From an optimization exercise on the open Yosys and OpenROAD flow, aimed at small area, a short achievable clock period and few clock cycles per item; shortcuts taken in it are not production practice. Only simulation tests tie the RTL to the original design; equivalence was not proved.

File: flow/constraint.sdc
create_clock -name core_clock -period 8.0 [get_ports {clk}]
set_input_delay 1.6000 -clock core_clock [delete_from_list [all_inputs] [get_ports {clk}]]
set_output_delay 1.6000 -clock core_clock [all_outputs]
set_load 0.01 [all_outputs]
File: flow/run.sh
#!/bin/bash
# synth_recipe.tcl (not shown) runs the flow's synth.tcl, then flattens the netlist and writes it again
# the make line also repeats each setting of config.mk as NAME=value (left out here)
make -C /OpenROAD-flow-scripts/flow DESIGN_CONFIG=/design/flow/config.mk WORK_HOME=/design/flow/orfs CLKGATE_MAP_FILE= SYNTH_SCRIPT=/design/flow/synth_recipe.tcl finish
File: flow/config.mk
export PLATFORM = sky130hd
export DESIGN_NAME = matrix_multiplier
export DESIGN_NICKNAME = matrix_multiplier
export VERILOG_FILES = /design/flow/design.v
export SDC_FILE = /design/flow/constraint.sdc
export NUM_CORES = 4
export LEC_CHECK = 0
export CAP_MARGIN = 20
export CORE_MARGIN = 2
export CORE_UTILIZATION = 40
export SLEW_MARGIN = 20
File: flow/design.v
module matrix_multiplier(
    input logic clk,
    input logic NRST,
    input logic start,
    input logic [7:0] A,
    input logic [7:0 ]B,
    output logic [16:0] out,
    output logic out_strobe
);
   logic [16:0] temp_mul;
   logic [16:0] accumlator;
   logic [1:0] state,next_state; 
   logic [7:0] x0,x1,y0,y1;
always_ff @(posedge clk or negedge NRST) begin 
    if(NRST == 0) begin 
        state <= 0;
        out <= 0;
        out_strobe <= 0;
        x0 <= 0;
        x1 <= 0;
        y0 <= 0;
        y1 <= 0;
        temp_mul <= 0;
        accumlator <= 0;
        next_state <= 0;
    end else begin
            if  (start == 1) begin 
                if (state == 0) begin 
                    out_strobe <= 0;
                    x0 <= A;
                    y0 <= B; 
                    temp_mul <=  $signed(A) * $signed(B);
                    accumlator <=  $signed(A) * $signed(B);
                    state <= 1;
                end else if (state == 1) begin 
                    x1 <= A;
                    y1 <= B;
                    temp_mul <=  $signed(A) * $signed(B);
                    accumlator <= $signed(accumlator) + $signed(A) * $signed(B);
                    state <= 2;
                end else if(state == 2) begin 
                    out <= accumlator;
                    out_strobe <= 1;
                    state <= 0;
                end 
            end
        end
    end 
endmodule
==> summary.txt <==
-- cell usage in the layout, fill, tap and decap left out, drive strengths merged, types with 2 or more instances in the layout --
| master | count |
|---|---|
| fa | 56 |
| nand3 | 7 |
| a21o | 11 |
| a211oi | 4 |
| buf | 3 |
| nor2 | 15 |
| mux2 | 18 |
| a31oi | 4 |
| o21a | 6 |
| o21ai | 24 |
| nand2 | 40 |
| nand4 | 3 |
| and3 | 3 |
| o21bai | 5 |
| xnor2 | 25 |
| o22ai | 4 |
| mux2i | 5 |
| nand2b | 3 |
| ha | 46 |
| bufinv | 2 |
| clkbuf | 5 |
| clkdlybuf4s50 | 35 |
| xor2 | 5 |
| and2 | 44 |
| o211ai | 2 |
| nor3 | 7 |
| nor2b | 7 |
| inv | 100 |
| a21oi | 17 |
| a221oi | 3 |
| dfrtp | 37 |
-- path summary, 6_finish.rpt --
path | from | endpoint | slack [ps]
worst max-delay path | B[4] | accumlator[16] | 600
worst min-delay path | out[16] | out[16] | 480
worst max register to register | accumlator[0] | accumlator[16] | 5260
worst min register to register | out[16] | out[16] | 480
max in group asynchronous | NRST | accumlator[1] | 6090
min in group asynchronous | NRST | out[15] | 1400
-- kinds of logic after synthesis --
group,Yosys count
AOI/OAI and AO/OA,85
xor gates and xnor gates,30
adders and majority gates,102
buffers and inverters,108
DFF,37
muxes,23
and+or+nand+nor,134
-- state kept, by name (all words and copies together) (netlist names) --
register / count
out_strobe: 1
state: 2
accumlator: 17
out: 17
-- worst reg2reg max path: stages (launching register included) --
cell and delay (ps):
dfrtp_1 400, ha_1 240, fa_1 430, a211oi_1 370
o21a_1 230, nor3_4 80, a221oi_4 320, o211ai_2 130
a221oi_2 300, mux2i_1 110
-- area by class of cell --
cell class | instances | area [um2]
Inverter | 100 | 375.4
Fill cell | 1116 | 6372
Clock inverter | 3 | 65.06
Clock buffer | 5 | 125.1
Timing Repair Buffer | 38 | 370.4
Sequential cell | 37 | 925.9
Tap cell | 147 | 183.9
Multi-Input combinational cell | 374 | 3493
-- metrics by stage --
stage	setup WS, ps	area (um2)	hold slack (ps)
after global placement	402.2	5349	465.8
final	595.9	5539	479.5
after global routing	189.8	5539	513.1
after CTS	551.6	5539	483.4
after floorplan	1271	4826	473.6
after detailed placement	268.1	5349	470.7
-- layer usage --
layer  track usage, %  vias to the layer above  share of wire [%]
met3           0.9033                        9                1.9
met5                0                        -                  0
li1                 -                     1752                  -
met2            25.39                       52                 46
met1            21.64                     1644                 51
met4            4.146                        0                1.1
-- synth_stat cells, drive strengths merged --
| cell | number | share of area, % |
|---|---|---|
| a211oi | 4 | 0.73 |
| a21o | 11 | 1.7 |
| a21oi | 17 | 1.8 |
| a221oi | 3 | 1.2 |
| a311oi | 1 | 0.18 |
| a31oi | 4 | 0.52 |
| a41oi | 1 | 0.18 |
| and2 | 44 | 5.7 |
| and3 | 3 | 0.39 |
| and4 | 1 | 0.18 |
| buf | 1 | 0.10 |
| clkbuf | 7 | 0.54 |
| dfrtp | 37 | 19 |
| fa | 56 | 23 |
| ha | 46 | 12 |
| inv | 100 | 7.8 |
| mux2 | 18 | 4.2 |
| mux2i | 5 | 1.0 |
| nand2 | 40 | 3.1 |
| nand2b | 3 | 0.39 |
| nand3 | 7 | 0.73 |
| nand3b | 1 | 0.16 |
| nand4 | 3 | 0.39 |
| nor2 | 15 | 1.2 |
| nor2b | 7 | 0.91 |
| nor3 | 7 | 0.96 |
| nor4 | 1 | 0.13 |
| o2111a | 1 | 0.23 |
| o2111ai | 1 | 0.18 |
| o211ai | 2 | 0.41 |
| o21a | 6 | 0.93 |
| o21ai | 24 | 2.5 |
| o21bai | 5 | 0.78 |
| o221a | 1 | 0.23 |
| o22ai | 4 | 0.52 |
| or2 | 1 | 0.13 |
| or3 | 1 | 0.13 |
| xnor2 | 25 | 4.5 |
| xor2 | 5 | 0.91 |
==> results.ini <==
[outcome]
status=timing/DRC/antenna clean

[clock_tree]
post_cts_buffers=0
h-tree-depth=2
cts_buffers=5
cts_resized=0
root_buffer=clkbuf_16
clock_sinks=37
holdBufCountCts=0
cts_tree=yes
clk_latency_ps=270
clockBufferDepth=2
clk_pin_slew_worst_paths_ps=50

[synth]
synth_compound_area_share_pct=12.03
synth_cells=519
synth.net_count=640
synth_mux_area_share_pct=5.237
yosys.area_share.adder_pct=35.16
synth_xor_area_share_pct=5.445
yosys_warnings=1
synth-seq-cells=37
ys_seq_area_share_pct=19.19
synth_top_family_by_area=adder cells
yosys.area_share.simple_pct=14.52
synth_area_um2=4826
yosys.cell_types.count=45
synth_area_per_cell_um2=9.298

[setup_path]
max_stage_delay_ps=530
end_kind=register
r2r_cells=9
cp_slowest_cell=clkdlybuf4s50_1
cp.required_ps=8140
critPathTopFamily=adder cells
cp.arrival_ps=7540
critPathKind=input port to register
path_cells=clkdlybuf4s50_1 -> and2_1 -> fa_1 -> inv_1 -> fa_1 -> inv_1 -> fa_1 -> inv_1 -> fa_1 -> inv_1 -> ha_1 -> a21o_1 -> a221oi_2 -> xnor2_1 -> ha_1 -> o21ai_0 -> o21ai_1 -> a21o_1 -> a221oi_4 -> o211ai_2 -> a221oi_2 -> mux2i_1
cp_num_buf_inv=5
critPathMaxFanout=8
cp_num_cells=22
startpoint_type=input port

[final_layout]
syn_to_final_growth_pct=14.78
n_antenna_cell=0
final_cells=704
post-route-util_pct=46.50
drive_gt1_share_pct=6.643
fin_nets=677

[timing]
max_slew_margin_pct=41.59
tightest_slew_ps=873.8
finClkSkew_ps=3.844
setup_tns_ps=0
setup_viol=0
fin_crit_sh_pct=92.55
hold_viol=0
max_freq_mhz=135.1
fin_crit_ps=7404
rsz0062_at_grt=false
drv_slew=0

[route]
drc=0
dr_total_vias=3457
wl_mm=9.319
ant_nets=0
wl_per_cell_um=13.24
drtIter0Drc=124
first_pass_iters=4
viasPerCell=4.911

[global_route]
grt_overflow=0
grt_util_all_layers_pct=15.22
grt_pass1_wl_mm=16.19
antenna_found_initial=0
grt_pass1_vias=3496
grt_max_degree=38

[floorplan]
dieArea_um2=12960
chipWidth_um=113.8
io_pins=37
rows=40
core_um2=11910
start_util_pct=40.51
die_y_um=113.8

[hold_path]
hold_class=register to register
worstHoldPathCells=2

[flow_run]
max_cap_violations=0

[placement]
portBuffers=36
dpl.hpwl_mm=8.028
place_inst=696
gp_congestion=0.9005

Testbench counts, summed over its fixed seeds: cycles 4,800, items 1,600.

port drivers added, routing unchanged:
No port has a modelled driver above. Below, the same layout with a new extraction and two added sets of constraints. Step 1 (the two cells are an assumption about what drives the block):
set clk [get_ports {clk}]
set_driving_cell -lib_cell sky130_fd_sc_hd__clkbuf_16 $clk
set_driving_cell -lib_cell sky130_fd_sc_hd__buf_2 [delete_from_list [all_inputs] $clk]
Step 2 times the ports against the registers' clock, not the clock port: input delays grow and output delays shrink by t, the midpoint of the rising clock arrivals with the driver on. Slacks: ideal ports / drivers / drivers and shift; pairs: ideal ports / drivers.
t, ns: 0.303
setup slack, ns: 0.596 / 0.604 / 0.301
hold WS [ns]: 0.479 / 0.479 / 0.479
worst setup path after step 2: input to register
After both steps setup and hold are still met in this run. For this run, drivers alone change the setup slack by +0.008 ns; drivers and shift together by -0.295 ns.
